Background: an optimization exercise with open tools, aiming at small area. Do not read the settings as production practice. Function was checked by simulation only, so behaviour that the tests miss may differ from the original. Power and IR drop assume default switching activity.

==> flow/flow/r1.abc <==
strash; &get -n; &deepsyn -T 20 -S 1; &put; strash; amap
==> flow/flow/r2.abc <==
strash; &get -n; &deepsyn -T 20 -S 2; &put; strash; amap
==> flow/flow/r0.abc <==
strash; dc2; balance -l; resub -K 6 -l; rewrite -l; resub -K 6 -N 2 -l; refactor -l; resub -K 8 -l; balance -l; resub -K 8 -N 2 -l; rewrite -l; resub -K 10 -l; rewrite -z -l; resub -K 10 -N 2 -l; balance -l; resub -K 12 -l; refactor -z -l; resub -K 12 -N 2 -l; rewrite -z -l; balance -l; dc2; balance -l; resub -K 6 -l; rewrite -l; resub -K 6 -N 2 -l; refactor -l; resub -K 8 -l; balance -l; resub -K 8 -N 2 -l; rewrite -l; resub -K 10 -l; rewrite -z -l; resub -K 10 -N 2 -l; balance -l; resub -K 12 -l; refactor -z -l; resub -K 12 -N 2 -l; rewrite -z -l; balance -l; dc2; balance -l; resub -K 6 -l; rewrite -l; resub -K 6 -N 2 -l; refactor -l; resub -K 8 -l; balance -l; resub -K 8 -N 2 -l; rewrite -l; resub -K 10 -l; rewrite -z -l; resub -K 10 -N 2 -l; balance -l; resub -K 12 -l; refactor -z -l; resub -K 12 -N 2 -l; rewrite -z -l; balance -l; strash; &get -n; &dch -f; &nf -R 1000; &put; strash; dc2; balance -l; resub -K 6 -l; rewrite -l; resub -K 6 -N 2 -l; refactor -l; resub -K 8 -l; balance -l; resub -K 8 -N 2 -l; rewrite -l; resub -K 10 -l; rewrite -z -l; resub -K 10 -N 2 -l; balance -l; resub -K 12 -l; refactor -z -l; resub -K 12 -N 2 -l; rewrite -z -l; balance -l; &get -n; &dch -f; &nf -R 1000; &put; strash; dc2; balance -l; resub -K 6 -l; rewrite -l; resub -K 6 -N 2 -l; refactor -l; resub -K 8 -l; balance -l; resub -K 8 -N 2 -l; rewrite -l; resub -K 10 -l; rewrite -z -l; resub -K 10 -N 2 -l; balance -l; resub -K 12 -l; refactor -z -l; resub -K 12 -N 2 -l; rewrite -z -l; balance -l; &get -n; &dch -f; &nf -R 1000; &put; strash; dc2; balance -l; resub -K 6 -l; rewrite -l; resub -K 6 -N 2 -l; refactor -l; resub -K 8 -l; balance -l; resub -K 8 -N 2 -l; rewrite -l; resub -K 10 -l; rewrite -z -l; resub -K 10 -N 2 -l; balance -l; resub -K 12 -l; refactor -z -l; resub -K 12 -N 2 -l; rewrite -z -l; balance -l; &get -n; &dch -f; &nf -R 1000; &put
==> flow/flow/r8.abc <==
strash; &get -n; &deepsyn -T 20 -S 8 -o; &put; strash; amap
==> flow/flow/r4.abc <==
strash; &get -n; &deepsyn -T 20 -S 3 -t; &put; strash; amap
==> flow/flow/r5.abc <==
strash; &get -n; &deepsyn -T 20 -S 4; &put; strash; amap
==> flow/design.v <==
module top_stopwatch(
  input wire clk_100mhz,
  input wire rst,
  input wire btn_reset_raw,
  input wire btn_pause_raw,
  input wire sw_adj_raw,
  input wire sw_sel_raw,
  output wire [6:0] seg,
  output wire [3:0] an,
  output wire dp,
  output wire [3:0] led
);
  localparam [5:0] F_R = 6'b011011, F_S1 = 6'b001001, F_S2 = 6'b101101,
                   F_S48 = 6'b001110, F_S49 = 6'b100010, F_J = 6'b111011;
  localparam [6:0] L_R = 7'b0001001, L_S99 = 7'b0011011, L_J = 7'b1001001;
  localparam [11:0] B_R = 12'b011110100011, B_J = 12'b111110100011;
  reg [5:0] f;
  reg [6:0] l;
  reg h;
  reg [11:0] b;
  wire tick_fast = (f == F_J);
  wire upd       = ~f[5] & ~f[4] & f[2] & f[1];  
  wire late      = (f[5] & ~f[3] & ~f[2] & f[1] & ~f[0]) | tick_fast;  
  wire f1        = ~f[5] & ~f[4] & f[3] & ~f[2] & ~f[1];  
  wire f2        = (f == F_S2);
  wire l99       = (l == L_S99);
  wire tick_2hz  = tick_fast & l99;
  wire tick_1hz  = tick_2hz & h;
  wire tick_blink = &{b[11:7], ~b[6], b[5], ~b[4], ~b[3], b[0]};  
  wire after_2hz = f1 & (l == L_J);
  wire after_1hz = after_2hz & ~h;
  always @(posedge clk_100mhz) begin
    if (rst) begin
      f <= F_R; l <= L_R; h <= 1'b0; b <= B_R;
    end else begin
      f <= {~f[4:0], f[5] ^ f[0] ^ tick_fast};
      if (tick_fast) l <= {~l[5:0], l[6] ^ l[0] ^ (l == L_J)};
      if (tick_2hz) h <= ~h;
      b <= {~b[10:0], b[11] ^ b[2] ^ b[0] ^ tick_blink};
    end
  end
  localparam [3:0] C_S = 4'b1111;
  function [3:0] c_nxt;
    input [3:0] c;
    input x;
    begin
      c_nxt[0] = ~(c[0] & x);
      c_nxt[1] = ~x | (c[0] & ~c[1]) | (~c[0] & c[1]);
      c_nxt[2] = ~x | (~c[0] & c[2]) | (~c[1] & c[2]) | (c[0] & c[1] & ~c[2] & ~c[3]);
      c_nxt[3] = ~x | (~c[1] & c[3]) | (~c[0] & c[3]) | (c[0] & c[1] & c[2] & ~c[3]);
    end
  endfunction
  function is_jc;
    input [3:0] c;
    is_jc = c[3] & ~c[2] & c[1] & c[0];
  endfunction
  function is_10;
    input [3:0] c;
    is_10 = c[3] & c[1] & ~c[0];
  endfunction
  reg o_adj, o_sel, o_rst, o_pau;
  reg [3:0] c_adj, c_sel, c_rst, c_pau;
  wire x_adj = sw_adj_raw ^ o_adj, x_sel = sw_sel_raw ^ o_sel;
  wire x_rst = btn_reset_raw ^ o_rst, x_pau = btn_pause_raw ^ o_pau;
  wire [3:0] n_adj = c_nxt(c_adj, x_adj), n_sel = c_nxt(c_sel, x_sel);
  wire [3:0] n_rst = c_nxt(c_rst, x_rst), n_pau = c_nxt(c_pau, x_pau);
  always @(posedge clk_100mhz) begin
    if (rst) begin
      o_adj <= 1'b0; o_sel <= 1'b0; o_rst <= 1'b0; o_pau <= 1'b0;
      c_adj <= C_S; c_sel <= C_S; c_rst <= C_S; c_pau <= C_S;
    end else if (upd) begin
      c_adj <= n_adj; if (x_adj && is_10(c_adj)) o_adj <= ~o_adj;
      c_sel <= n_sel; if (x_sel && is_10(c_sel)) o_sel <= ~o_sel;
      c_rst <= n_rst; if (x_rst && is_10(c_rst)) o_rst <= ~o_rst;
      c_pau <= n_pau; if (x_pau && is_10(c_pau)) o_pau <= ~o_pau;
    end
  end
  wire jc_adj = is_jc(c_adj), jc_sel = is_jc(c_sel);
  wire jc_rst = is_jc(c_rst), jc_pau = is_jc(c_pau);
  wire sw_adj    = o_adj ^ (late & jc_adj);
  wire sw_sel    = o_sel ^ (late & jc_sel);
  wire btn_reset = o_rst ^ (late & jc_rst);
  wire sys_rst   = rst | btn_reset;
  wire adj_before = o_adj ^ jc_adj;
  wire rst_before = o_rst ^ jc_rst;
  wire pause_tog = f2 & o_pau & ~o_rst & (jc_pau | jc_rst);
  reg m, s, p;
  always @(posedge clk_100mhz) begin
    if (sys_rst) begin
      m <= 1'b0; p <= 1'b0;
    end else begin
      m <= sw_adj & (m | ~pause_tog);
      if (~m & pause_tog) p <= ~p;
    end
  end
  always @(posedge clk_100mhz) s <= sw_sel;
  wire use_2hz = m;
  wire sel_minutes = m & ~s;
  wire sel_seconds = m & s;
  wire is_run = ~m & ~p;
  wire count_enable = is_run & ~sw_adj;
  wire ok_before = f1 & ~rst_before;
  wire base_sec_ones = ok_before &
    (use_2hz ? (sel_seconds & after_2hz) : (is_run & ~adj_before & after_1hz));
  wire base_min_ones = ok_before & sel_minutes & after_2hz;
  reg [3:0] so, mo;
  reg [2:0] st, mt;
  wire c_so = base_sec_ones & (so == 4'd9);
  wire c_st = c_so & (st == 3'd5);
  wire en_mo = base_min_ones | (c_st & ~use_2hz);
  wire c_mo = en_mo & (mo == 4'd9);
  always @(posedge clk_100mhz) begin
    if (sys_rst) begin so <= 4'd0; st <= 3'd0; mo <= 4'd0; mt <= 3'd0; end
    else begin
      if (base_sec_ones) so <= (so == 4'd9) ? 4'd0 : so + 4'd1;
      if (c_so) st <= (st == 3'd5) ? 3'd0 : st + 3'd1;
      if (en_mo) mo <= (mo == 4'd9) ? 4'd0 : mo + 4'd1;
      if (c_mo) mt <= (mt == 3'd5) ? 3'd0 : mt + 3'd1;
    end
  end
  reg hb_1hz, hb_2hz, hb_blink;
  always @(posedge clk_100mhz) begin
    if (sys_rst) begin hb_1hz <= 1'b0; hb_2hz <= 1'b0; hb_blink <= 1'b0; end
    else begin
      if (tick_1hz) hb_1hz <= ~hb_1hz;
      if (tick_2hz) hb_2hz <= ~hb_2hz;
      if (tick_blink) hb_blink <= ~hb_blink;
    end
  end
  assign led = {~count_enable, hb_blink, hb_2hz, hb_1hz};
  reg [1:0] idx;
  always @(posedge clk_100mhz) begin
    if (sys_rst) idx <= 2'd0;
    else if (tick_fast) idx <= idx + 2'd1;
  end
  reg [3:0] bcd;
  always @(*) begin
    case (idx)
      2'd0: bcd = so;
      2'd1: bcd = {1'b0, st};
      2'd2: bcd = mo;
      default: bcd = {1'b0, mt};
    endcase
  end
  wire blank = m & ~hb_blink & (s ? ~idx[1] : idx[1]);
  function [6:0] seg7;
    input [3:0] d;
    begin
      seg7[0] = (~d[0] & ~d[1] & d[2]) | (d[0] & ~d[1] & ~d[2] & ~d[3]);
      seg7[1] = (~d[0] & d[1] & d[2]) | (d[0] & ~d[1] & d[2]);
      seg7[2] = (~d[0] & d[1] & ~d[2]);
      seg7[3] = (~d[0] & ~d[1] & d[2]) | (d[0] & d[1] & d[2]) | (d[0] & ~d[1] & ~d[2] & ~d[3]);
      seg7[4] = (d[0]) | (~d[1] & d[2]);
      seg7[5] = (d[1] & ~d[2]) | (d[0] & d[1]) | (d[0] & ~d[2] & ~d[3]);
      seg7[6] = (~d[1] & ~d[2] & ~d[3]) | (d[0] & d[1] & d[2]);
    end
  endfunction
  wire [6:0] seg_n = seg7(bcd);
  assign seg = blank ? 7'b1111111 : seg_n;
  assign an = ~(4'b0001 << idx);
  assign dp = 1'b1;
endmodule
==> flow/constraint.sdc <==
create_clock -name core_clock -period 10.0 [get_ports {clk_100mhz}]
set_input_delay 2.0000 -clock core_clock [delete_from_list [all_inputs] [get_ports {clk_100mhz}]]
set_output_delay 2.0000 -clock core_clock [all_outputs]
set_load 0.01 [all_outputs]
==> flow/config.mk <==
export PLATFORM = sky130hd
export DESIGN_NAME = top_stopwatch
export DESIGN_NICKNAME = top_stopwatch
export VERILOG_FILES = /design/flow/design.v
export SDC_FILE = /design/flow/constraint.sdc
export NUM_CORES = 4
export LEC_CHECK = 0
export ABC_AREA = 1
export CAP_MARGIN = 0
export CORE_MARGIN = 2
export CORE_UTILIZATION = 40
export GPL_TIMING_DRIVEN = 0
export SLEW_MARGIN = 0
==> flow/flow/r3.abc <==
strash; &get -n; &deepsyn -T 20 -S 3; &put; strash; amap
==> flow/flow/knobs.sh <==
export BUFFER_PORTS_ARGS="-buffer_cell sky130_fd_sc_hd__buf_1"
export CTS_ARGS="-sink_clustering_enable -repair_clock_nets -buf_list sky130_fd_sc_hd__clkbuf_2 -root_buf sky130_fd_sc_hd__clkbuf_4 -dont_use_dummy_load"
==> flow/flow/r6.abc <==
strash; &get -n; &deepsyn -T 20 -S 5 -t; &put; strash; amap
==> flow/flow/r7.abc <==
strash; &get -n; &deepsyn -T 20 -S 7; &put; strash; amap
==> flow/standard.sh <==
#!/bin/bash
# synth_recipe.tcl (not shown) runs the flow's synth.tcl, then flattens the netlist and writes it again
# the make line also repeats each setting of config.mk as NAME=value (left out here)
make -C /OpenROAD-flow-scripts/flow DESIGN_CONFIG=/design/flow/config.mk WORK_HOME=/design/flow/orfs CLKGATE_MAP_FILE= SYNTH_SCRIPT=/design/flow/synth_recipe.tcl "${@:-finish}"
==> flow/flow/run.sh <==
#!/bin/bash
# Own layout flow: the standard flow (standard.sh) with three changes:
#  1. after the standard synthesis (kept as is: registers, their names and
#     cells untouched), the combinational logic between the registers is
#     re-mapped by ABC with area-oriented scripts (flow/r*.abc, most of them
#     ABC's &deepsyn with different seeds); the smallest result is kept;
#  2. ports are buffered with the smallest buffer (buf_1);
#  3. clock tree synthesis without dummy loads, with small clock buffers.
# Each tool's output goes to a log file of its own in the work folder.
set -euo pipefail
W=$(pwd)
R=$W/orfs/results/${FLOW_PLATFORM:-sky130hd}/top_stopwatch/base
LIB=$FLOW_HOME/platforms/sky130hd/lib/sky130_fd_sc_hd__tt_025C_1v80.lib
source $W/flow/knobs.sh

bash standard.sh synth > $W/log_1_standard_synth.log 2>&1

# cell functions of the combinational cells (sequential cells stay black boxes)
yosys -q -p "read_liberty -ignore_miss_func $LIB; write_verilog -noattr $W/cells_all.v" > $W/log_2_cells.log 2>&1
awk '/^module /{buf=""; keep=1} {buf=buf $0 "\n"} /always|reg /{keep=0} /^endmodule/{if(keep) printf "%s\n", buf; buf=""}' \
  $W/cells_all.v > $W/cells_comb.v
DU=$(sed -n '/DONT_USE_CELLS += /,/^#/p' $FLOW_HOME/platforms/sky130hd/config.mk | grep -o "sky130_fd_sc_hd__[a-z0-9_]*" | sed 's/^/-dont_use /' | tr '\n' ' ')
cp $R/1_2_yosys.v $W/synth_standard.v
remap() {
  local n=$1
  cp $W/flow/$n.abc $W/remap_$n.abc
  yosys -p "read_liberty -lib $LIB; read_verilog -overwrite $W/cells_comb.v; read_verilog $W/synth_standard.v; \
    hierarchy -top $FLOW_TOP; flatten; proc; techmap; opt -fast -purge; \
    abc -liberty $LIB $DU -script $W/remap_$n.abc; opt_clean -purge; \
    hilomap -singleton -hicell sky130_fd_sc_hd__conb_1 HI -locell sky130_fd_sc_hd__conb_1 LO; \
    splitnets; opt_clean -purge; stat -liberty $LIB; write_verilog -noattr -nohex -nodec $W/synth_remap_$n.v" \
    > $W/log_3_remap_$n.log 2>&1 || true
}
# the scripts run NUM_CORES at a time
k=0
for s in $W/flow/r*.abc; do
  remap $(basename $s .abc) &
  k=$((k + 1))
  if (( k % ${NUM_CORES:-4} == 0 )); then wait; fi
done
wait
best=""; best_area=""
for s in $W/flow/r*.abc; do
  n=$(basename $s .abc)
  [[ -s $W/synth_remap_$n.v ]] || continue
  a=$(grep "Chip area" $W/log_3_remap_$n.log | tail -1 | awk '{print $NF}')
  [[ -n "$a" ]] || continue
  echo "$n $a" >> $W/remap_areas.txt
  if [[ -z "$best" ]] || awk -v a="$a" -v b="$best_area" 'BEGIN{exit !(a<b)}'; then best=$n; best_area=$a; fi
done
echo "chosen $best $best_area" >> $W/remap_areas.txt
cp $W/synth_remap_$best.v $R/1_2_yosys.v
rm -f $R/1_synth.odb $R/1_synth.sdc

bash standard.sh > $W/log_4_standard_rest.log 2>&1
==> metrics.cfg, run 1 <==
[status]
status=finished clean

[clock_tree]
cts_setup_buffers=0
htreeDepth=3
cts_sinks=68
clockBufferDepth=2
holdBufCountCts=0
cts_resized=0
cts_root_buf=clkbuf_4
cts.clk_slew.worst_paths_ns=0.11
numCtsBuffers=9
tritoncts=yes
clock_latency_ns=0.40

[sta]
max_freq_mhz=237
fin_setup_tns_ns=0
fin_skew_ns=0.0281
hold_viol_final=0
slew_violations=0
max-slew-margin-rel_pct=16.8
setup_violations=0
rsz0062_at_grt=false
worst_hold_slack_ns=0.394
worst_slew_pin_slew_ns=1.24
period_needed_ns=4.23
period_share_pct=42.3

[critical_path]
worst-endpoint-arrival_ns=2.23
reg2reg_slack_ns=6.11
crit_required_ns=8.00
worstSetupEndpointType=primary output
critical_path_class=flop to primary output
critical-path-top-delay-family=compound AO/OA/AOI/OAI gates
cp-start-kind=flop
path_buf_inv=2
worstReg2RegStart=c_adj[1]$_SDFFE_PP1P_
cpMaxStageDelayCell=dfxtp_1
startpoint=idx[1]$_SDFFE_PP0N_
max_stage_delay_ns=0.36
crit_path_max_fanout=5
crit_chain=clkinv_1, nand2_1, o221ai_1, o221ai_1, o21ai_0, nor2_1, nor2_1, or2_0, buf_1

[final_layout]
antenna_cells=0
fillCellCount=659
drive_gt1_share_pct=2.76
nets=370
area_growth_pct=9.19
finish.utilization_pct=45.6

[drt]
ant_nets=0
totalWireLength_um=5310
first_iter_violations=64
wire_per_inst_um=12.1
num_vias=2286
avgViaCountPerCell=5.21
post-route-drc-count=0
dr.pass1.iters=6

[global_route]
grt.met2_usage_pct=25.9
antenna_found_initial=0
met3_usage_pct=6.64
grt.total_usage_pct=16.0
grt.busiest_layer=met2
grt_max_degree=19
grt_pass1_wl_um=9270
grt_pass1_vias=2116
met1_usage_pct=19.5
grt_overflow=0

[floorplan]
die_w_um=85.9
core-area_sq_um=6420
rows=29
die_h_um=85.9
initial_core_util_pct=41.8
io_pins=22
die-area_sq_um=7380

[yosys]
postSynthAreaPerCell_sq_um=8.08
syn_area_sq_um=2680
yosysWarnings=1
syn-instance-count=332
syn-num-nets=338

[placement]
place.gp.congestion=0.793
placement.io_buffers=20
hpwlAfterDp_um=4000

[power]
p_leak_nw=1.04
ir_worst_vdd_uv=76.5
power_density_nw_per_um2=149
p_total_uw=437

[min_path]
hold_class=flop to flop
hp-start=b[1]$_SDFF_PP1_

[run]
cap_violations=0

cells in the final DEF (no fill, tap or decap), types with 2 or more instances in the layout:
| cell | n |
|---|---|
| o32ai_1 | 2 |
| nor4_1 | 9 |
| dfxtp_1 | 68 |
| o221ai_1 | 13 |
| a21oi_1 | 17 |
| a211oi_1 | 8 |
| nand4_1 | 4 |
| or3_1 | 2 |
| buf_1 | 20 |
| and3_1 | 2 |
| a2111oi_0 | 2 |
| or2_0 | 2 |
| nand2_1 | 39 |
| nor3_1 | 17 |
| nor2_1 | 51 |
| nand3_1 | 2 |
| o22a_1 | 4 |
| o22ai_1 | 6 |
| clkbuf_4 | 9 |
| o21ai_0 | 17 |
| clkinv_1 | 50 |
per-stage QoR:
step | worst slack, ns | instances | instance area [sq um]
final | 5.77 | 439 | 2930
after global routing | 5.45 | 439 | 2930
after CTS | 5.73 | 439 | 2930
after detailed placement | 5.99 | 430 | 2860
after global placement | 5.43 | 429 | 2850
after floorplan | 6.29 | 332 | 2680
registers in the layout (all words and copies together) (netlist names), 2 cells and up:
register and flops:
mo 4, l 7, c_rst 4, f 6, b 12, c_pau 4
so 4, c_sel 4, c_adj 4, mt 3, idx 2, st 3
report_power, final:
group	internal (mW)	switching (mW)	leakage, nW
Clock	0.0418	0.0813	0.0414
Combinational	0.0103	0.0196	0.445
Sequential	0.278	0.00529	0.554
Total	0.330	0.106	1.04
cell type report:
class | instances | area, sq um | share of cell area (%)
multi-input cells | 214 | 1130 | 38.7
clock buffers | 9 | 67.6 | 2.31
repair buffers | 21 | 82.6 | 2.82
well taps | 77 | 96.3 | 3.29
inverters | 50 | 188 | 6.41
flip-flops and latches | 68 | 1360 | 46.5
final timing paths:
| kind | end | cells after the start |
|---|---|---|
| setup reg to reg | mt[1]$_SDFFE_PP0P_ | 17 |
| hold reg to reg | b[2]$_SDFF_PP0_ | 1 |
| hold / removal | b[2]$_SDFF_PP0_ | 1 |
| setup / recovery | seg[3] | 9 |
layer usage:
layer  vias up  share of wire, %
li1       1236                 -
met1      1017                48
met2        26                47
met3         7               3.5
met4         0               1.0
met5         -                 0
==> run 2: changes to the inputs <==
--- a/flow/design.v
+++ b/flow/design.v
@@ -86,12 +86,12 @@
   wire pause_tog = f2 & o_pau & ~o_rst & (jc_pau | jc_rst);
-  reg m, s, p;
+  wire f_r = (f == F_R);                  
+  wire adj_prev = sw_adj ^ (f1 & jc_adj);
+  wire rst_prev = btn_reset ^ (f1 & jc_rst);
+  wire m = adj_prev & ~rst_prev & ~f_r;
+  wire s = sw_sel ^ (f1 & jc_sel);
+  reg p;
   always @(posedge clk_100mhz) begin
-    if (sys_rst) begin
-      m <= 1'b0; p <= 1'b0;
-    end else begin
-      m <= sw_adj & (m | ~pause_tog);
-      if (~m & pause_tog) p <= ~p;
-    end
+    if (sys_rst) p <= 1'b0;
+    else if (~m & pause_tog) p <= ~p;
   end
-  always @(posedge clk_100mhz) s <= sw_sel;
   wire use_2hz = m;
==> run 2 against run 1 <==
  * Die area shrank 0.66%
  * Synthesized area shrank 0.70%
  * Clock skew shrank 0.0042 ns
  * Total power shrank 2.5%
  * Critical endpoint is now seg[5]
  * Combinational power shrank 9.4%
  * Critical path depth grew 5
  * Largest cell class unchanged
  * Count of clock-buffer cells in the layout is the same
==> metrics.cfg, run 2 <==
[status]
status=finished clean

[global_route]
grt_max_degree=17  ; -2
grt_overflow=0  ; unchanged
antenna_found_initial=0  ; unchanged
grt.total_usage_pct=16.2  ; +0.17 points
grt_pass1_vias=2115  ; -0.047%
grt_pass1_wl_um=9380  ; +1.1%

[critical_path]
cpMaxStageDelayCell=a2111oi_0
worstSetupEndpointType=primary output
reg2reg_slack_ns=5.53  ; -0.58 ns
crit_path_max_fanout=7  ; +2
critical_path_class=flop to primary output
cp-start-kind=flop
ff2ff_path_depth=21  ; +4
worstReg2RegStart=f[0]$_SDFF_PP1_
crit_top_cell=nor2_1
worst-endpoint-arrival_ns=3.56  ; +1.33 ns
r2r_end=mt[1]$_SDFFE_PP0P_
crit_required_ns=8.00  ; about the same
max_stage_delay_ns=0.73  ; +0.37 ns
crit_chain=nand3_1, o21a_1, nor2_1, nor2_1, nor2_1, nand2_1, o21ai_0, o311ai_0, a2111oi_0, clkinv_1, o41ai_1, nor2_1, o21ai_0, buf_1

[drt]
num_vias=2327  ; +1.8%
dr.pass1.iters=4  ; -2
avgViaCountPerCell=5.32  ; +2.3%
wire_per_inst_um=12.5  ; +3.3%
totalWireLength_um=5460  ; +2.8%
first_iter_violations=74  ; +16%
post-route-drc-count=0  ; unchanged
ant_nets=0  ; unchanged

[clock_tree]
clock_latency_ns=0.40  ; about the same
htreeDepth=3  ; unchanged
cts_sinks=66  ; -2.9%
cts_resized=0  ; unchanged
cts.clk_slew.worst_paths_ns=0.10  ; about the same
numCtsBuffers=9  ; unchanged
clockBufferDepth=2  ; unchanged
cts_root_buf=clkbuf_4
cts_setup_buffers=0  ; unchanged
tritoncts=yes
holdBufCountCts=0  ; unchanged

[sta]
max_freq_mhz=180  ; -24%
hold_viol_final=0  ; unchanged
slew_violations=0  ; unchanged
fin_ws_ns=4.44  ; -1.33 ns
period_share_pct=55.6  ; +13 points
fin_skew_ns=0.0239  ; -0.00419 ns
setup_violations=0  ; unchanged
worst_slew_pin_slew_ns=1.12  ; -0.116 ns
period_needed_ns=5.56  ; +1.33 ns
rsz0062_at_grt=false
fin_setup_tns_ns=0  ; unchanged
max-slew-margin-rel_pct=24.2  ; +7.4 points

[min_path]
hold_class=flop to flop
hold_end=b[2]$_SDFF_PP0_
hold_path_depth=1  ; unchanged
hp-start=b[1]$_SDFF_PP1_

[power]
p_switching_uw=104  ; -1.7%
swShare_pct=24.5  ; +0.19 points
ir_worst_vdd_uv=93.0  ; +21%
p_leak_nw=0.992  ; -4.6%
combPwrFrac_pct=6.4  ; -0.4 points
seq_power_share_pct=64.8  ; -0.2 points
p_int_uw=321  ; -2.7%
power.share.clock_pct=28.9  ; +0.7 points
power_density_nw_per_um2=146  ; -2.0%

[final_layout]
largest-register=b
final_cell_mix=dfxtp_1 (66), nor2_1 (52), clkinv_1 (45)
fillCellCount=654  ; -0.76%
largest_reg_flops=12  ; unchanged
layout_commonest_cell=dfxtp_1
nets=368  ; -0.54%
area_growth_pct=9.39
reg_top3=b (12), l (7), f (6)
drive_gt1_share_pct=2.78  ; +0.015 points
antenna_cells=0  ; unchanged

[yosys]
syn_area_sq_um=2660  ; -0.70%
yosysWarnings=1  ; unchanged
postSynthAreaPerCell_sq_um=8.07  ; about the same
syn-num-nets=336  ; -0.59%
syn-instance-count=330  ; -0.60%

[placement]
post-place-ws_ns=4.90  ; -1.10 ns
place.gp.congestion=0.830  ; +4.6%
placement.io_buffers=20  ; unchanged
hpwlAfterDp_um=3930  ; -1.6%

[run]
cap_violations=0  ; unchanged

[floorplan]
die_w_um=85.6  ; -0.33%
io_pins=22  ; unchanged
rows=29  ; unchanged
die-area_sq_um=7330  ; -0.66%
initial_core_util_pct=41.7  ; -0.057 points
die_h_um=85.6  ; -0.33%
core-area_sq_um=6390  ; -0.57%

[run 2: metrics by stage]
step | util [%] | hold slack [ns] | power [mW] | std cells | instance area, sq um
after floorplan | - | 0.361 | 0.300 | 330 | 2660
after global placement | 44.4 | 0.365 | 0.308 | 427 | 2840
after detailed placement | 44.6 | 0.371 | 0.309 | 428 | 2850
after CTS | 45.6 | 0.389 | 0.433 | 437 | 2910
after global routing | 45.6 | 0.415 | 0.452 | 437 | 2910
final | 45.6 | 0.384 | 0.426 | 437 | 2910
[run 2: worst max-delay path, delay by kind of cell, from the launching register on]
kind,cells,cell delay [ns]
buffers and inverters,2,0.44
AND/OR/NAND/NOR,6,0.69
flip-flops,1,0.42
AO/OA/AOI/OAI,6,1.62
[run 2: worst max-delay path by stage]
stage / startpoint / end / slack (ns) / depth (start not counted)
global route: f[0]$_SDFF_PP1_ / seg[5] / 3.98 / 14
CTS: f[0]$_SDFF_PP1_ / seg[5] / 4.43 / 14
finish: f[0]$_SDFF_PP1_ / seg[5] / 4.44 / 14
detailed placement: f[0]$_SDFF_PP1_ / seg[5] / 4.90 / 14
global placement: f[0]$_SDFF_PP1_ / seg[5] / 4.88 / 14
floorplan: f[0]$_SDFF_PP1_ / seg[3] / 5.49 / 13
[run 2: area by class of cell]
cell class | count | area, sq um | area share (%)
inverter | 45 | 169 | 5.80
timing repair buffer | 21 | 86.3 | 2.96
multi-input combinational | 219 | 1170 | 40.3
sequential | 66 | 1320 | 45.3
tap | 77 | 96.3 | 3.31
clock buffer | 9 | 67.6 | 2.32
[run 2: power by group through the flow]
| stage | Combinational [mW] | Sequential [mW] | Clock [mW] |
|---|---|---|---|
| after CTS | 0.0272 | 0.276 | 0.130 |
| after floorplan | 0.0189 | 0.281 | 0 |
| after global placement | 0.0260 | 0.282 | 0 |
| final | 0.0271 | 0.276 | 0.123 |
| after detailed placement | 0.0271 | 0.282 | 0 |
| after global routing | 0.0308 | 0.277 | 0.144 |
[run 2: routing by layer]
| metal | share of wire (%) | global-route usage [%] | vias to the layer above | routed length (um) |
|---|---|---|---|---|
| li1 | - | - | 1244 | - |
| met1 | 50 | 20.5 | 1049 | 2720 |
| met2 | 46 | 25.2 | 26 | 2490 |
| met3 | 3.4 | 6.16 | 8 | 185 |
| met4 | 1.3 | 5.92 | 0 | 70 |
| met5 | 0 | 0 | - | 0 |
==> run 3: changes to the inputs <==
--- a/flow/design.v
+++ b/flow/design.v
@@ -41,3 +41,2 @@
   end
-  localparam [3:0] C_S = 4'b1111;
   function [3:0] c_nxt;
@@ -46,6 +45,6 @@
     begin
-      c_nxt[0] = ~(c[0] & x);
-      c_nxt[1] = ~x | (c[0] & ~c[1]) | (~c[0] & c[1]);
-      c_nxt[2] = ~x | (~c[0] & c[2]) | (~c[1] & c[2]) | (c[0] & c[1] & ~c[2] & ~c[3]);
-      c_nxt[3] = ~x | (~c[1] & c[3]) | (~c[0] & c[3]) | (c[0] & c[1] & c[2] & ~c[3]);
+      c_nxt[0] = ~((~x) | (c[2] & c[3]) | (c[0] & ~c[2] & ~c[3]) | (~c[0] & ~c[1] & ~c[2]));
+      c_nxt[1] = ~((c[0] & x));
+      c_nxt[2] = (~c[1] & x);
+      c_nxt[3] = ~((c[2] & x));
     end
@@ -54,3 +53,3 @@
     input [3:0] c;
-    is_jc = c[3] & ~c[2] & c[1] & c[0];
+    is_jc = (~c[0] & ~c[2] & ~c[3]);
   endfunction
@@ -58,4 +57,5 @@
     input [3:0] c;
-    is_10 = c[3] & c[1] & ~c[0];
+    is_10 = (c[1] & c[2] & c[3]);
   endfunction
+  localparam [3:0] C_S = 4'd10;
   reg o_adj, o_sel, o_rst, o_pau;
@@ -107,6 +107,23 @@
   reg [2:0] st, mt;
-  wire c_so = base_sec_ones & (so == 4'd9);
-  wire c_st = c_so & (st == 3'd5);
+  function [3:0] inc10;
+    input [3:0] d;
+    begin
+      inc10[0] = ~d[0];
+      inc10[1] = ~d[3] & (d[1] ^ d[0]);
+      inc10[2] = d[2] ^ (d[1] & d[0]);
+      inc10[3] = (d[3] & ~d[0]) | (d[2] & d[1] & d[0]);
+    end
+  endfunction
+  function [2:0] inc6;
+    input [2:0] d;
+    begin
+      inc6[0] = ~d[0];
+      inc6[1] = ~d[2] & (d[1] ^ d[0]);
+      inc6[2] = (d[2] & ~d[0]) | (d[1] & d[0]);
+    end
+  endfunction
+  wire c_so = base_sec_ones & so[3] & so[0];
+  wire c_st = c_so & st[2] & st[0];
   wire en_mo = base_min_ones | (c_st & ~use_2hz);
-  wire c_mo = en_mo & (mo == 4'd9);
+  wire c_mo = en_mo & mo[3] & mo[0];
   always @(posedge clk_100mhz) begin
@@ -114,6 +131,6 @@
     else begin
-      if (base_sec_ones) so <= (so == 4'd9) ? 4'd0 : so + 4'd1;
-      if (c_so) st <= (st == 3'd5) ? 3'd0 : st + 3'd1;
-      if (en_mo) mo <= (mo == 4'd9) ? 4'd0 : mo + 4'd1;
-      if (c_mo) mt <= (mt == 3'd5) ? 3'd0 : mt + 3'd1;
+      if (base_sec_ones) so <= inc10(so);
+      if (c_so) st <= inc6(st);
+      if (en_mo) mo <= inc10(mo);
+      if (c_mo) mt <= inc6(mt);
     end
==> flow/flow/r10.abc (new file) <==
strash; &get -n; &deepsyn -T 20 -S 10 -t; &put; strash; amap
==> flow/flow/r11.abc (new file) <==
strash; &get -n; &deepsyn -T 20 -S 11; &put; strash; amap
==> flow/flow/r12.abc (new file) <==
strash; &get -n; &deepsyn -T 20 -S 12 -t; &put; strash; amap
==> flow/flow/r13.abc (new file) <==
strash; &get -n; &deepsyn -T 20 -S 13; &put; strash; amap
==> flow/flow/r14.abc (new file) <==
strash; &get -n; &deepsyn -T 20 -S 14 -o; &put; strash; amap
==> flow/flow/r15.abc (new file) <==
strash; &get -n; &deepsyn -T 20 -S 6 -t; &put; strash; amap
==> flow/flow/r9.abc (new file) <==
strash; &get -n; &deepsyn -T 20 -S 9; &put; strash; amap
--- a/flow/config.mk
+++ b/flow/config.mk
@@ -10,4 +10,5 @@
 export CORE_MARGIN = 2
-export CORE_UTILIZATION = 40
+export CORE_UTILIZATION = 65
 export GPL_TIMING_DRIVEN = 0
+export PLACE_DENSITY = 0.8
 export SLEW_MARGIN = 0
==> run 3 against run 2 <==
  * Routed wire length shrank 3.1%
  * Fmax grew 1.3%
  * Total power shrank 2.0%
  * Count of clock-buffer cells in the layout unchanged
  * Largest cell class unchanged
  * Largest power group unchanged
==> metrics.cfg, run 3 <==
[critical_path]
max_stage_delay_ns=0.47  ; -0.26 ns
path_buf_inv=3  ; +1
critical_path_class=flop to primary output
worstSetupEndpointType=primary output
cp-start-kind=flop
crit_chain=clkinv_1, nor2_1, nand3_1, nor3_1, clkinv_1, nand2_1, nor2_1, nor4_1, a21oi_1, o21ai_0, o41ai_1, a31oi_1, o21ai_0, buf_1
critical-path-top-delay-family=compound AO/OA/AOI/OAI gates
crit_path_max_fanout=6  ; -1
cpMaxStageDelayCell=o21ai_0
worst-endpoint-arrival_ns=3.49  ; -0.07 ns
crit_required_ns=8.00  ; about the same

[run]
cap_violations=0  ; unchanged

[drt]
num_vias=2323  ; -0.17%
wire_per_inst_um=13.0  ; +4.3%
post-route-drc-count=0  ; unchanged
totalWireLength_um=5290  ; -3.1%
avgViaCountPerCell=5.72  ; +7.5%
first_iter_violations=149  ; +100%
dr.pass1.iters=4  ; unchanged
ant_nets=0  ; unchanged

[power]
combPwrFrac_pct=6.1  ; -0.3 points
swShare_pct=23.7  ; -0.80 points
power.share.clock_pct=28.7  ; -0.2 points
p_leak_nw=0.994  ; +0.13%
ir_worst_vdd_uv=97.2  ; +4.6%
p_switching_uw=99.0  ; -5.2%
power_density_nw_per_um2=146  ; about the same
seq_power_share_pct=65.2  ; +0.4 points
p_int_uw=318  ; -0.93%

[final_layout]
largest_reg_flops=12  ; unchanged
area_growth_pct=8.20
drive_gt1_share_pct=2.81  ; +0.031 points
layout_commonest_cell=dfxtp_1
final_cell_mix=dfxtp_1 (66), nor2_1 (63), clkinv_1 (47)
finish.utilization_pct=72.5  ; +27 points
antenna_cells=0  ; unchanged
largest-register=b
nets=364  ; -1.1%
reg_top3=b (12), l (7), f (6)

[global_route]
grt_overflow=0  ; unchanged
grt_max_degree=20  ; +3
grt_pass1_wl_um=8680  ; -7.4%
antenna_found_initial=0  ; unchanged
grt_pass1_vias=2006  ; -5.2%
grt.total_usage_pct=25.5  ; +9.3 points

[yosys]
syn_area_sq_um=2640  ; -0.85%
syn-instance-count=326  ; -1.2%
postSynthAreaPerCell_sq_um=8.10  ; +0.37%
syn-num-nets=332  ; -1.2%
yosysWarnings=1  ; unchanged

[floorplan]
die_w_um=67.7  ; -21%
rows=23  ; -21%
die_h_um=67.7  ; -21%
die-area_sq_um=4590  ; -37%
core-area_sq_um=3940  ; -38%
io_pins=22  ; unchanged
initial_core_util_pct=67.0  ; +25 points

[clock_tree]
clockBufferDepth=2  ; unchanged
cts_resized=0  ; unchanged
cts_sinks=66  ; unchanged
holdBufCountCts=0  ; unchanged
numCtsBuffers=9  ; unchanged
cts.clk_slew.worst_paths_ns=0.10  ; about the same
tritoncts=yes
cts_setup_buffers=0  ; unchanged
clock_latency_ns=0.39  ; about the same
cts_root_buf=clkbuf_4
htreeDepth=3  ; unchanged

[placement]
place.gp.congestion=0.870  ; +4.9%
placement.io_buffers=20  ; unchanged
hpwlAfterDp_um=3840  ; -2.5%

[status]
status=finished clean

[sta]
period_share_pct=54.9  ; -0.69 points
setup_violations=0  ; unchanged
period_needed_ns=5.49  ; -0.0691 ns
max_freq_mhz=182  ; +1.3%
fin_setup_tns_ns=0  ; unchanged
max-slew-margin-rel_pct=41.5  ; +17 points
hold_viol_final=0  ; unchanged
rsz0062_at_grt=false
slew_violations=0  ; unchanged
fin_skew_ns=0.0228  ; -0.00112 ns
worst_slew_pin_slew_ns=0.877  ; -0.245 ns

[min_path]
hold_class=flop to flop

==> run 3: cell types whose count changed in the layout (fill, tap and decap cells not counted), moves of 4 or more <==
| cell | change |
|---|---|
| o21a_1 | -4 |
| o21ai_0 | -6 |
| o221ai_1 | -9 |
| a21oi_1 | -6 |
| o22a_1 | +5 |
| nand2_1 | -6 |
| and3_1 | -5 |
| nor2_1 | +11 |
| nand4_1 | -6 |
| a221oi_1 | +4 |
==> run 3: final cells by class <==
type	instances	area [sq um]
Multi-Input combinational cell	213	1140
Sequential cell	66	1320
Inverter	47	176
Timing Repair Buffer	21	86.3
Fill cell	332	1080
Tap cell	50	62.6
Clock buffer	9	67.6
==> run 3: final timing paths <==
check | from | endpoint | slack (ns) | depth (start not counted)
hold / removal | b[1]$_SDFF_PP1_ | b[2]$_SDFF_PP0_ | 0.38 | 1
setup / recovery | f[1]$_SDFF_PP1_ | seg[5] | 4.51 | 14
hold reg to reg | b[1]$_SDFF_PP1_ | b[2]$_SDFF_PP0_ | 0.38 | 1
setup reg to reg | f[1]$_SDFF_PP1_ | mt[1]$_SDFFE_PP0P_ | 5.88 | 23
==> run 3: metrics by stage <==
step,setup slack (ns),total power [mW],instances,hold slack [ns],instance area [sq um]
floorplan,5.41,0.294,326,0.363,2640
global placement,5.13,0.302,396,0.366,2780
detailed placement,5.11,0.303,397,0.371,2790
CTS,4.62,0.420,406,0.387,2860
global route,4.20,0.434,406,0.397,2860
finish,4.51,0.417,406,0.383,2860
==> run 3: power by group through the flow <==
stage	Combinational, mW	Sequential, mW	Clock (mW)
2_1_floorplan	0.0169	0.278	0
3_3_place_gp	0.0240	0.278	0
3_5_place_dp	0.0250	0.278	0
4_1_cts	0.0251	0.272	0.123
5_1_grt	0.0287	0.273	0.132
6_report	0.0253	0.272	0.120
==> run 3: routing by layer <==
layer	track usage (%)	vias to the layer above	part of all wire, %
met3	6.00	8	4.5
met5	0	-	0
li1	-	1211	-
met2	41.4	52	46
met1	31.8	1052	48
met4	12.2	0	1.5
==> run 4: changes to the inputs <==
--- a/flow/config.mk
+++ b/flow/config.mk
@@ -10,5 +10,4 @@
 export CORE_MARGIN = 2
-export CORE_UTILIZATION = 65
+export CORE_UTILIZATION = 40
 export GPL_TIMING_DRIVEN = 0
-export PLACE_DENSITY = 0.8
 export SLEW_MARGIN = 0
==> run 4 against run 3 <==
  * Still clean
  * Via count is 2.3% lower
  * Routed wire length about the same
  * Synthesized cell count down 1.8%
  * First-iteration DRC count fell by 35%
  * Die area rose by 58%
  * Cell area increased by 0.83%
  * Combinational power shrank 9.9%
  * Count of clock-buffer cells in the layout unchanged
  * Core utilization is 27 points lower
  * Clock power hardly changed
  * Critical path type unchanged
  * Critical endpoint is now seg[3]
  * Largest cell class unchanged
==> metrics.cfg, run 4 <==
[power]
power.share.clock_pct=28.8  ; about the same
power_density_nw_per_um2=144  ; -1.5%
p_leak_nw=0.956  ; -3.8%
p_total_uw=415  ; -0.64%
p_switching_uw=97.2  ; -1.8%
p_int_uw=318  ; -0.28%
seq_power_share_pct=65.7  ; +0.5 points
combPwrFrac_pct=5.5  ; -0.6 points
swShare_pct=23.4  ; -0.28 points
ir_worst_vdd_uv=69.8  ; -28%

[sta]
rsz0062_at_grt=false
max-slew-margin-rel_pct=23.9  ; -18 points
fin_skew_ns=0.0165  ; -0.00629 ns
worst_slew_pin_slew_ns=1.13  ; +0.254 ns
slew_violations=0  ; unchanged
fin_setup_tns_ns=0  ; unchanged
fin_ws_ns=3.69  ; -0.827 ns
hold_viol_final=0  ; unchanged
period_needed_ns=6.31  ; +0.827 ns
worst_hold_slack_ns=0.384  ; +0.00160 ns
setup_violations=0  ; unchanged
period_share_pct=63.1  ; +8.3 points
max_freq_mhz=158  ; -13%

[clock_tree]
cts_setup_buffers=0  ; unchanged
cts.clk_slew.worst_paths_ns=0.10  ; about the same
cts_root_buf=clkbuf_4
holdBufCountCts=0  ; unchanged
clockBufferDepth=2  ; unchanged
numCtsBuffers=9  ; unchanged
cts_sinks=66  ; unchanged
cts_resized=0  ; unchanged
clock_latency_ns=0.39  ; about the same
htreeDepth=3  ; unchanged
tritoncts=yes

[drt]
avgViaCountPerCell=5.33  ; -6.9%
num_vias=2270  ; -2.3%
dr.pass1.iters=4  ; unchanged
ant_nets=0  ; unchanged
totalWireLength_um=5290  ; about the same
wire_per_inst_um=12.4  ; -4.6%
first_iter_violations=97  ; -35%
post-route-drc-count=0  ; unchanged

[placement]
place_inst=417  ; +5.0%
place.gp.congestion=0.914  ; +5.0%
placed_cell_area_sq_um=2810  ; +0.85%
placement.io_buffers=20  ; unchanged
post-place-ws_ns=4.24  ; -0.874 ns
hpwlAfterDp_um=3840  ; about the same

[run]
cap_violations=0  ; unchanged

[final_layout]
fillCellCount=644  ; +94%
largest-register=b
nets=357  ; -1.9%
area_growth_pct=9.04
drive_gt1_share_pct=2.58  ; -0.23 points
largest_reg_flops=12  ; unchanged
final_cell_mix=dfxtp_1 (66), nor2_1 (56), clkinv_1 (45)
layout.cells.non_filler=426  ; +4.9%
finalInstanceArea_sq_um=2880  ; +0.83%
antenna_cells=0  ; unchanged
layout_commonest_cell=dfxtp_1
finish.utilization_pct=45.1  ; -27 points
reg_top3=b (12), l (7), f (6)

[floorplan]
core-area_sq_um=6390  ; +62%
io_pins=22  ; unchanged
die_h_um=85.3  ; +26%
rows=29  ; +26%
die-area_sq_um=7270  ; +58%
die_w_um=85.3  ; +26%
initial_core_util_pct=41.4  ; -26 points

[global_route]
grt.total_usage_pct=15.3  ; -10 points
grt_pass1_wl_um=8760  ; +0.88%
grt_max_degree=18  ; -10%
antenna_found_initial=0  ; unchanged
grt_overflow=0  ; unchanged
grt_pass1_vias=1882  ; -6.2%

[critical_path]
critical_path_class=flop to primary output
crit_path_max_fanout=5  ; -1
critical-path-top-delay-family=compound AO/OA/AOI/OAI gates
crit_chain=clkinv_1, nor2_1, nand3_1, nor3_1, a31oi_1, nor2_1, nor2_1, a21oi_1, nor2_1, a2111oi_0, clkinv_1, a2111o_1, o211ai_1, o21a_1, or2_0, buf_1
max_stage_delay_ns=0.87  ; +0.40 ns
cpMaxStageDelayCell=a2111oi_0
worst-endpoint-arrival_ns=4.31  ; +0.82 ns
path_buf_inv=3  ; unchanged
worstSetupEndpointType=primary output
cp-start-kind=flop
crit_top_cell=nor2_1
crit_required_ns=8.00  ; about the same

[yosys]
yosysWarnings=1  ; unchanged
syn_area_sq_um=2640  ; about the same
syn-instance-count=320  ; -1.8%
postSynthAreaPerCell_sq_um=8.26  ; +1.9%
syn-num-nets=326  ; -1.8%

[min_path]
hold_class=flop to flop

[status]
status=finished clean

-- run 4: worst reg2reg max path: cells and delay by family, from the launching register on --
kind            cells  cell delay, ns
simple gates       15            1.92
compound gates      5            1.77
buf+inv             4            0.72
flops               1            0.36
-- run 4: power groups by stage --
stage	sequential [mW]	clock, mW	combinational [mW]
floorplan	0.278	0	0.0157
CTS	0.272	0.127	0.0231
detailed placement	0.278	0	0.0229
global route	0.273	0.137	0.0258
global placement	0.278	0	0.0228
finish	0.272	0.120	0.0228
-- run 4: path summary, 6_finish.rpt --
check,cells past startpoint,slack [ns],from,endpoint
worst max register to register,24,5.09,f[1]$_SDFF_PP1_,mt[1]$_SDFFE_PP0P_
worst min register to register,1,0.38,b[1]$_SDFF_PP1_,b[2]$_SDFF_PP0_
worst max-delay path,16,3.69,f[1]$_SDFF_PP1_,seg[3]
worst min-delay path,1,0.38,b[1]$_SDFF_PP1_,b[2]$_SDFF_PP0_
-- run 4: final cells by class --
class,instances,area (sq um),share of cell area [%]
flip-flops and latches,66,1320,45.9
multi-input cells,209,1150,40.0
inverters,45,169,5.86
well taps,77,96.3,3.34
repair buffers,20,75.1,2.61
clock buffers,9,67.6,2.34
-- run 4: per-layer routing --
| metal | wire length [um] | track usage [%] | vias up |
|---|---|---|---|
| met5 | 0 | 0 | - |
| met4 | 61 | 5.19 | 0 |
| met3 | 267 | 6.03 | 4 |
| met2 | 2320 | 23.2 | 40 |
| met1 | 2640 | 20.1 | 1020 |
| li1 | - | - | 1206 |
==> run 5: changes to the inputs <==
--- a/flow/flow/run.sh
+++ b/flow/flow/run.sh
@@ -4,4 +4,4 @@
 #     cells untouched), the combinational logic between the registers is
-#     re-mapped by ABC with area-oriented scripts (flow/r*.abc, most of them
-#     ABC's &deepsyn with different seeds); the smallest result is kept;
+#     re-mapped by ABC with area-oriented scripts (flow/r0.abc, and ABC's
+#     &deepsyn with 32 seeds); the smallest result is kept;
 #  2. ports are buffered with the smallest buffer (buf_1);
@@ -25,3 +25,3 @@
   local n=$1
-  cp $W/flow/$n.abc $W/remap_$n.abc
+  cp $W/flow_$n.abc $W/remap_$n.abc
   yosys -p "read_liberty -lib $LIB; read_verilog -overwrite $W/cells_comb.v; read_verilog $W/synth_standard.v; \
@@ -33,6 +33,12 @@
 }
-# the scripts run NUM_CORES at a time
+# ABC scripts: flow/r0.abc, and &deepsyn (5 s) with seeds 1..32 followed by
+# amap; they run NUM_CORES at a time
+for i in $(seq 1 32); do
+  echo "strash; &get -n; &deepsyn -T 5 -S $i; &put; strash; amap" > $W/flow_ds$i.abc
+done
+names="r0"; for i in $(seq 1 32); do names="$names ds$i"; done
+cp $W/flow/r0.abc $W/flow_r0.abc
 k=0
-for s in $W/flow/r*.abc; do
-  remap $(basename $s .abc) &
+for n in $names; do
+  remap $n &
   k=$((k + 1))
@@ -42,4 +48,3 @@
 best=""; best_area=""
-for s in $W/flow/r*.abc; do
-  n=$(basename $s .abc)
+for n in $names; do
   [[ -s $W/synth_remap_$n.v ]] || continue
removed: flow/flow/r1.abc
removed: flow/flow/r10.abc
removed: flow/flow/r11.abc
removed: flow/flow/r12.abc
removed: flow/flow/r13.abc
removed: flow/flow/r14.abc
removed: flow/flow/r15.abc
removed: flow/flow/r2.abc
removed: flow/flow/r3.abc
removed: flow/flow/r4.abc
removed: flow/flow/r5.abc
removed: flow/flow/r6.abc
removed: flow/flow/r7.abc
removed: flow/flow/r8.abc
removed: flow/flow/r9.abc
==> run 5 against run 4 <==
  * Critical path type unchanged
  * First-iteration DRC count shrank 13%
  * Still clean on timing, DRC and antenna
  * Sequential cell count unchanged
  * Critical endpoint is now seg[5]
  * Cell area down 0.48%
  * Synthesized area down 0.52%
==> metrics.cfg, run 5 <==
[clock_tree]
numCtsBuffers=9  ; unchanged
tritoncts=yes
cts.clk_slew.worst_paths_ns=0.10  ; about the same
cts_sinks=66  ; unchanged
cts_setup_buffers=0  ; unchanged
htreeDepth=3  ; unchanged
clockBufferDepth=2  ; unchanged
clock_latency_ns=0.39  ; about the same
cts_resized=0  ; unchanged
cts_root_buf=clkbuf_4
holdBufCountCts=0  ; unchanged

[sta]
max_freq_mhz=183  ; +15%
fin_ws_ns=4.53  ; +0.843 ns
hold_viol_final=0  ; unchanged
setup_violations=0  ; unchanged
fin_skew_ns=0.0182  ; +0.00175 ns
rsz0062_at_grt=false
period_share_pct=54.7  ; -8.4 points
max-slew-margin-rel_pct=35.6  ; +12 points
period_needed_ns=5.47  ; -0.843 ns
slew_violations=0  ; unchanged
fin_setup_tns_ns=0  ; unchanged
worst_slew_pin_slew_ns=0.954  ; -0.177 ns

[final_layout]
largest_reg_flops=12  ; unchanged
nets=355  ; -0.56%
layout.cells.non_filler=424  ; -0.47%
antenna_cells=0  ; unchanged
final_cell_mix=dfxtp_1 (66), nor2_1 (52), clkinv_1 (43)
reg_top3=b (12), l (7), f (6)
multiInputGateArea_sq_um=1150  ; -0.54%
finish.utilization_pct=45.2  ; about the same
largest-register=b
drive_gt1_share_pct=2.59  ; +0.015 points
area_growth_pct=9.09  ; about the same
layout_commonest_cell=dfxtp_1
seq_area_sq_um=1320  ; unchanged
fillCellCount=631  ; -2.0%

[drt]
post-route-drc-count=0  ; unchanged
dr.pass1.iters=4  ; unchanged
totalWireLength_um=5330  ; +0.81%
wire_per_inst_um=12.6  ; +1.3%
num_vias=2292  ; +0.97%
ant_nets=0  ; unchanged
first_iter_violations=84  ; -13%
avgViaCountPerCell=5.41  ; +1.4%

[power]
p_leak_nw=0.948  ; -0.79%
p_int_uw=318  ; +0.21%
combPwrFrac_pct=5.9  ; +0.4 points
power.share.clock_pct=28.6  ; -0.2 points
power_density_nw_per_um2=145  ; +0.76%
swShare_pct=23.5  ; +0.052 points
p_switching_uw=97.6  ; +0.49%
seq_power_share_pct=65.5  ; -0.2 points
ir_worst_vdd_uv=97.7  ; +40%
p_total_uw=416  ; +0.27%

[global_route]
grt.total_usage_pct=16.0  ; +0.70 points
grt_pass1_wl_um=9250  ; +5.6%
grt_overflow=0  ; unchanged
grt_max_degree=22  ; +4
antenna_found_initial=0  ; unchanged
grt_pass1_vias=2078  ; +10%

[floorplan]
initial_core_util_pct=41.4  ; about the same
io_pins=22  ; unchanged
rows=29  ; unchanged
die_h_um=85.1  ; -0.25%
die_w_um=85.1  ; -0.25%
die-area_sq_um=7240  ; -0.50%
core-area_sq_um=6350  ; -0.57%

[placement]
hpwlAfterDp_um=3910  ; +2.0%
placement.io_buffers=20  ; unchanged
place_inst=415  ; -0.48%
post-place-ws_ns=4.95  ; +0.715 ns
place.gp.congestion=0.863  ; -5.5%

[yosys]
syn_area_sq_um=2630  ; -0.52%
yosysWarnings=1  ; unchanged
syn-num-nets=324  ; -0.61%
postSynthAreaPerCell_sq_um=8.27  ; +0.10%
syn-instance-count=318  ; -0.63%

[critical_path]
crit_path_max_fanout=5  ; unchanged
cp-start-kind=flop
critical_path_class=flop to primary output
worst-endpoint-arrival_ns=3.47  ; -0.84 ns
worstSetupEndpointType=primary output
crit_required_ns=8.00  ; about the same

[run]
cap_violations=0  ; unchanged

[status]
status=finished clean

[min_path]
hold_class=flop to flop

[run 5: cell count changes in the layout (fill, tap and decap cells not counted), moves of 2 or more]
cell	before	now
nor2b_1	2	7
clkinv_1	45	43
nor3_1	15	11
o21ai_0	8	15
nand2_1	28	26
a211oi_1	11	8
a21oi_1	11	16
nor2_1	56	52
[run 5: power groups by stage]
stage	Sequential, mW	Combinational, mW	Clock, mW
2_1_floorplan	0.278	0.0171	0
3_3_place_gp	0.278	0.0242	0
3_5_place_dp	0.279	0.0245	0
4_1_cts	0.272	0.0246	0.127
5_1_grt	0.273	0.0280	0.136
6_report	0.272	0.0244	0.119
[run 5: metrics by stage]
| step | hold WS, ns | instance area (sq um) |
|---|---|---|
| final | 0.386 | 2870 |
| after global routing | 0.405 | 2870 |
| after CTS | 0.391 | 2870 |
| after detailed placement | 0.373 | 2800 |
| after global placement | 0.368 | 2800 |
| after floorplan | 0.363 | 2630 |
[run 5: path summary, 6_finish.rpt]
check / endpoint / cells after the start / slack, ns / start
min reg2reg: b[2]$_SDFF_PP0_ / 1 / 0.39 / b[1]$_SDFF_PP1_
max reg2reg: mt[1]$_SDFFE_PP0P_ / 23 / 5.69 / f[1]$_SDFF_PP1_
min: b[2]$_SDFF_PP0_ / 1 / 0.39 / b[1]$_SDFF_PP1_
max: seg[5] / 14 / 4.53 / f[1]$_SDFF_PP1_
[run 5: critical path, cell delays in order, from the launching register on]
cell	delay [ns]
dfxtp_1	0.38
clkinv_1	0.10
nor2_1	0.14
nand3_1	0.12
nor3_1	0.30
a31oi_1	0.14
nor2b_1	0.20
nor2_1	0.14
o21ai_0	0.09
o311ai_0	0.27
clkinv_1	0.31
o211ai_1	0.27
clkinv_1	0.17
or3_1	0.32
buf_1	0.13
[run 5: final cells by class]
cell class / count / area share [%]
flip-flops and latches: 66 / 46.1
multi-input cells: 209 / 40.0
inverters: 43 / 5.63
well taps: 77 / 3.36
repair buffers: 20 / 2.62
clock buffers: 9 / 2.36
[run 5: layer usage]
metal	vias to the layer above	part of all wire (%)	track usage, %
met4	0	0.68	5.63
met2	34	45	24.9
li1	1203	-	-
met1	1053	51	20.8
met3	2	4.0	5.64
met5	-	0	0
==> run 6: changes to the inputs <==
--- a/flow/design.v
+++ b/flow/design.v
@@ -22,3 +22,2 @@
   wire upd       = ~f[5] & ~f[4] & f[2] & f[1];  
-  wire late      = (f[5] & ~f[3] & ~f[2] & f[1] & ~f[0]) | tick_fast;  
   wire f1        = ~f[5] & ~f[4] & f[3] & ~f[2] & ~f[1];  
@@ -55,6 +54,2 @@
   endfunction
-  function is_10;
-    input [3:0] c;
-    is_10 = (c[1] & c[2] & c[3]);
-  endfunction
   localparam [3:0] C_S = 4'd10;
@@ -66,2 +61,4 @@
   wire [3:0] n_rst = c_nxt(c_rst, x_rst), n_pau = c_nxt(c_pau, x_pau);
+  wire jc_adj = is_jc(c_adj), jc_sel = is_jc(c_sel);
+  wire jc_rst = is_jc(c_rst), jc_pau = is_jc(c_pau);
   always @(posedge clk_100mhz) begin
@@ -70,14 +67,17 @@
       c_adj <= C_S; c_sel <= C_S; c_rst <= C_S; c_pau <= C_S;
-    end else if (upd) begin
-      c_adj <= n_adj; if (x_adj && is_10(c_adj)) o_adj <= ~o_adj;
-      c_sel <= n_sel; if (x_sel && is_10(c_sel)) o_sel <= ~o_sel;
-      c_rst <= n_rst; if (x_rst && is_10(c_rst)) o_rst <= ~o_rst;
-      c_pau <= n_pau; if (x_pau && is_10(c_pau)) o_pau <= ~o_pau;
+    end else begin
+      if (upd) begin
+        c_adj <= n_adj; c_sel <= n_sel; c_rst <= n_rst; c_pau <= n_pau;
+      end
+      if (tick_fast) begin
+        if (jc_adj) o_adj <= ~o_adj;
+        if (jc_sel) o_sel <= ~o_sel;
+        if (jc_rst) o_rst <= ~o_rst;
+        if (jc_pau) o_pau <= ~o_pau;
+      end
     end
   end
-  wire jc_adj = is_jc(c_adj), jc_sel = is_jc(c_sel);
-  wire jc_rst = is_jc(c_rst), jc_pau = is_jc(c_pau);
-  wire sw_adj    = o_adj ^ (late & jc_adj);
-  wire sw_sel    = o_sel ^ (late & jc_sel);
-  wire btn_reset = o_rst ^ (late & jc_rst);
+  wire sw_adj    = o_adj;
+  wire sw_sel    = o_sel;
+  wire btn_reset = o_rst;
   wire sys_rst   = rst | btn_reset;
==> run 6 against run 5 <==
  * Clock power hardly changed
  * Worst hold slack got worse by 0.0036 ns
  * Critical endpoint unchanged
  * Fmax rose by 5.0%
  * Core utilization decreased by 0.34 points
  * Routed wire length decreased by 4.4%
  * Still clean on timing, DRC and antenna
  * Via count shrank 3.6%
==> metrics.cfg, run 6 <==
[status]
status=finished clean

[placement]
hpwlAfterDp_um=3840  ; -1.8%
placement.io_buffers=20  ; unchanged
place.gp.congestion=0.801  ; -7.2%
place_inst=411  ; -0.96%
post-place-ws_ns=5.22  ; +0.269 ns
placed_cell_area_sq_um=2760  ; -1.3%

[power]
power_density_nw_per_um2=145  ; +0.27%
p_leak_nw=0.969  ; +2.2%
ir_worst_vdd_uv=105  ; +7.7%

[sta]
period_share_pct=52.1  ; -2.6 points
fin_skew_ns=0.0222  ; +0.00393 ns
period_needed_ns=5.21  ; -0.258 ns
slew_violations=0  ; unchanged
rsz0062_at_grt=false
worst_slew_pin_slew_ns=0.855  ; -0.0995 ns
fin_ws_ns=4.79  ; +0.258 ns
fin_setup_tns_ns=0  ; unchanged
max_freq_mhz=192  ; +5.0%
worst_hold_slack_ns=0.383  ; -0.00361 ns
max-slew-margin-rel_pct=43.0  ; +7.4 points
hold_viol_final=0  ; unchanged
setup_violations=0  ; unchanged

[floorplan]
io_pins=22  ; unchanged
die-area_sq_um=7140  ; -1.4%
initial_core_util_pct=41.0  ; -0.36 points
die_w_um=84.5  ; -0.68%
core-area_sq_um=6310  ; -0.57%
die_h_um=84.5  ; -0.68%
rows=29  ; unchanged

[clock_tree]
clock_latency_ns=0.39  ; about the same
cts.clk_slew.worst_paths_ns=0.10  ; about the same
cts_root_buf=clkbuf_4
clockBufferDepth=2  ; unchanged
tritoncts=yes
cts_resized=0  ; unchanged
numCtsBuffers=9  ; unchanged
cts_sinks=66  ; unchanged
htreeDepth=3  ; unchanged
cts_setup_buffers=0  ; unchanged
holdBufCountCts=0  ; unchanged

[final_layout]
layout_commonest_cell=dfxtp_1
multiInputGateArea_sq_um=1100  ; -3.6%
layout.cells.non_filler=420  ; -0.94%
final_cell_mix=dfxtp_1 (66), nor2_1 (52), clkinv_1 (44)
fillCellCount=678  ; +7.4%
reg_top3=b (12), l (7), f (6)
seq_area_sq_um=1320  ; unchanged
finalInstanceArea_sq_um=2830  ; -1.3%
largest-register=b
nets=351  ; -1.1%
largest_reg_flops=12  ; unchanged
drive_gt1_share_pct=2.62  ; +0.030 points
area_growth_pct=9.22
antenna_cells=0  ; unchanged

[global_route]
antenna_found_initial=0  ; unchanged
met1_usage_pct=18.3  ; -2.5 points
grt_pass1_wl_um=8950  ; -3.2%
met3_usage_pct=5.90  ; +0.26 points
grt_overflow=0  ; unchanged
grt_pass1_vias=2092  ; +0.67%
grt.busiest_layer=met2
grt.total_usage_pct=15.7  ; -0.33 points
grt_max_degree=17  ; -23%
grt.met2_usage_pct=26.6  ; +1.7 points

[drt]
ant_nets=0  ; unchanged
post-route-drc-count=0  ; unchanged
first_iter_violations=72  ; -14%
num_vias=2209  ; -3.6%
wire_per_inst_um=12.1  ; -3.5%
dr.pass1.iters=4  ; unchanged
totalWireLength_um=5100  ; -4.4%
avgViaCountPerCell=5.26  ; -2.7%

[min_path]
hp-start=b[1]$_SDFF_PP1_
hold_path_depth=1  ; unchanged
hold_class=flop to flop
hold_end=b[2]$_SDFF_PP0_

[critical_path]
crit_required_ns=8.00  ; about the same
critical_path_class=flop to primary output
worst-endpoint-arrival_ns=3.21  ; -0.26 ns
crit_chain=clkinv_1, o21ai_0, nor2_1, o21ai_0, a21oi_1, nor4_1, clkinv_1, a2111o_1, o211ai_1, clkinv_1, o21ai_0, buf_1
cpMaxStageDelayCell=nor4_1
max_stage_delay_ns=0.41  ; +0.03 ns
cp-start-kind=flop
path_buf_inv=4  ; unchanged
crit_path_max_fanout=4  ; -1
ff2ff_path_depth=18  ; -22%
worstSetupEndpointType=primary output
worstReg2RegStart=c_rst[0]$_SDFFE_PP0P_
r2r_end=mt[1]$_SDFFE_PP0P_
critical-path-top-delay-family=compound AO/OA/AOI/OAI gates
reg2reg_slack_ns=6.09  ; +0.40 ns

[yosys]
syn-num-nets=320  ; -1.2%
syn_area_sq_um=2590  ; -1.4%
postSynthAreaPerCell_sq_um=8.25  ; -0.17%
yosysWarnings=1  ; unchanged
syn-instance-count=314  ; -1.3%

[run]
cap_violations=0  ; unchanged

==> run 6: per-stage QoR <==
step	power (mW)	utilization [%]
6_report	0.412	44.8
5_1_grt	0.434	44.8
4_1_cts	0.419	44.8
3_3_place_gp	0.299	43.8
2_1_floorplan	0.292	-
3_5_place_dp	0.299	43.8
==> run 6: final cells by class <==
type                       count  share of cell area [%]
inverter                      44                    5.84
sequential                    66                    46.7
timing repair buffer          20                    2.65
clock buffer                   9                    2.39
multi-input combinational    204                    39.0
tap                           77                    3.40
==> run 6: worst register-to-register path: stages (launching register included) <==
cell and delay (ns):
dfxtp_1 0.35, clkinv_1 0.10, o21ai_0 0.22, nor2_1 0.14, o21ai_0 0.24, a21oi_1 0.10, nor4_1 0.41, nor2_1 0.10
nor3_1 0.33, nand2_1 0.15, nor2_1 0.19, nand2_1 0.14, o32ai_1 0.43, nand2_1 0.19, nor2_1 0.23, nand2_1 0.12
clkinv_1 0.08, nor2_1 0.04, a2111oi_0 0.24
==> run 6: worst max-delay path by stage <==
stage,start,endpoint,depth (start not counted)
2_1_floorplan,c_rst[0]$_SDFFE_PP0P_,seg[5],11
3_3_place_gp,c_rst[0]$_SDFFE_PP0P_,seg[5],12
3_5_place_dp,c_rst[0]$_SDFFE_PP0P_,seg[5],12
4_1_cts,c_rst[0]$_SDFFE_PP0P_,seg[5],12
5_1_grt,c_rst[0]$_SDFFE_PP0P_,seg[3],12
6_report,c_rst[0]$_SDFFE_PP0P_,seg[5],12
==> run 6: power by group <==
| group | total, mW | internal [mW] | switching (mW) | leakage (nW) |
|---|---|---|---|---|
| registers | 0.272 | 0.268 | 0.00374 | 0.537 |
| logic | 0.0209 | 0.00690 | 0.0140 | 0.390 |
| clock network | 0.119 | 0.0418 | 0.0767 | 0.0414 |
| total | 0.412 | 0.317 | 0.0945 | 0.969 |
==> run 6: metal layers <==
layer  routed length [um]  share of wire, %
met3                  194               3.8
met4                   79               1.5
met5                    0                 0
met1                 2360                46
met2                 2470                48

[what the ideal ports hide]
Ports are ideal in the flow. The routed layouts listed here were re-timed in OpenROAD. Step 1 sets driving cells, clkbuf_16 on the clock port and buf_2 on the other inputs (assumed; they add their load-dependent delay and slew). Step 2 moves the port delays by t, midway between the first and last clock arrival at a register: inputs arrive t later, outputs are due t later. That takes back most of the time a late clock gives input paths. a / b / c = no drivers / after step 1 / after step 2; a / b = the first two.
run | t, ns | slack for setup (ns) | worst data-port slew with drivers (ns)
run 1 | 0.414 | 5.772 / 5.745 / 6.016 | 0.03
run 2 | 0.417 | 4.445 / 4.419 / 4.836 | 0.03
run 3 | 0.407 | 4.514 / 4.487 / 4.895 | 0.03
run 4 | 0.408 | 3.687 / 3.662 / 4.070 | 0.03
run 5 | 0.412 | 4.530 / 4.504 / 4.916 | 0.03
run 6 | 0.408 | 4.788 / 4.760 / 5.168 | 0.03
After both steps every run listed still meets setup and hold.
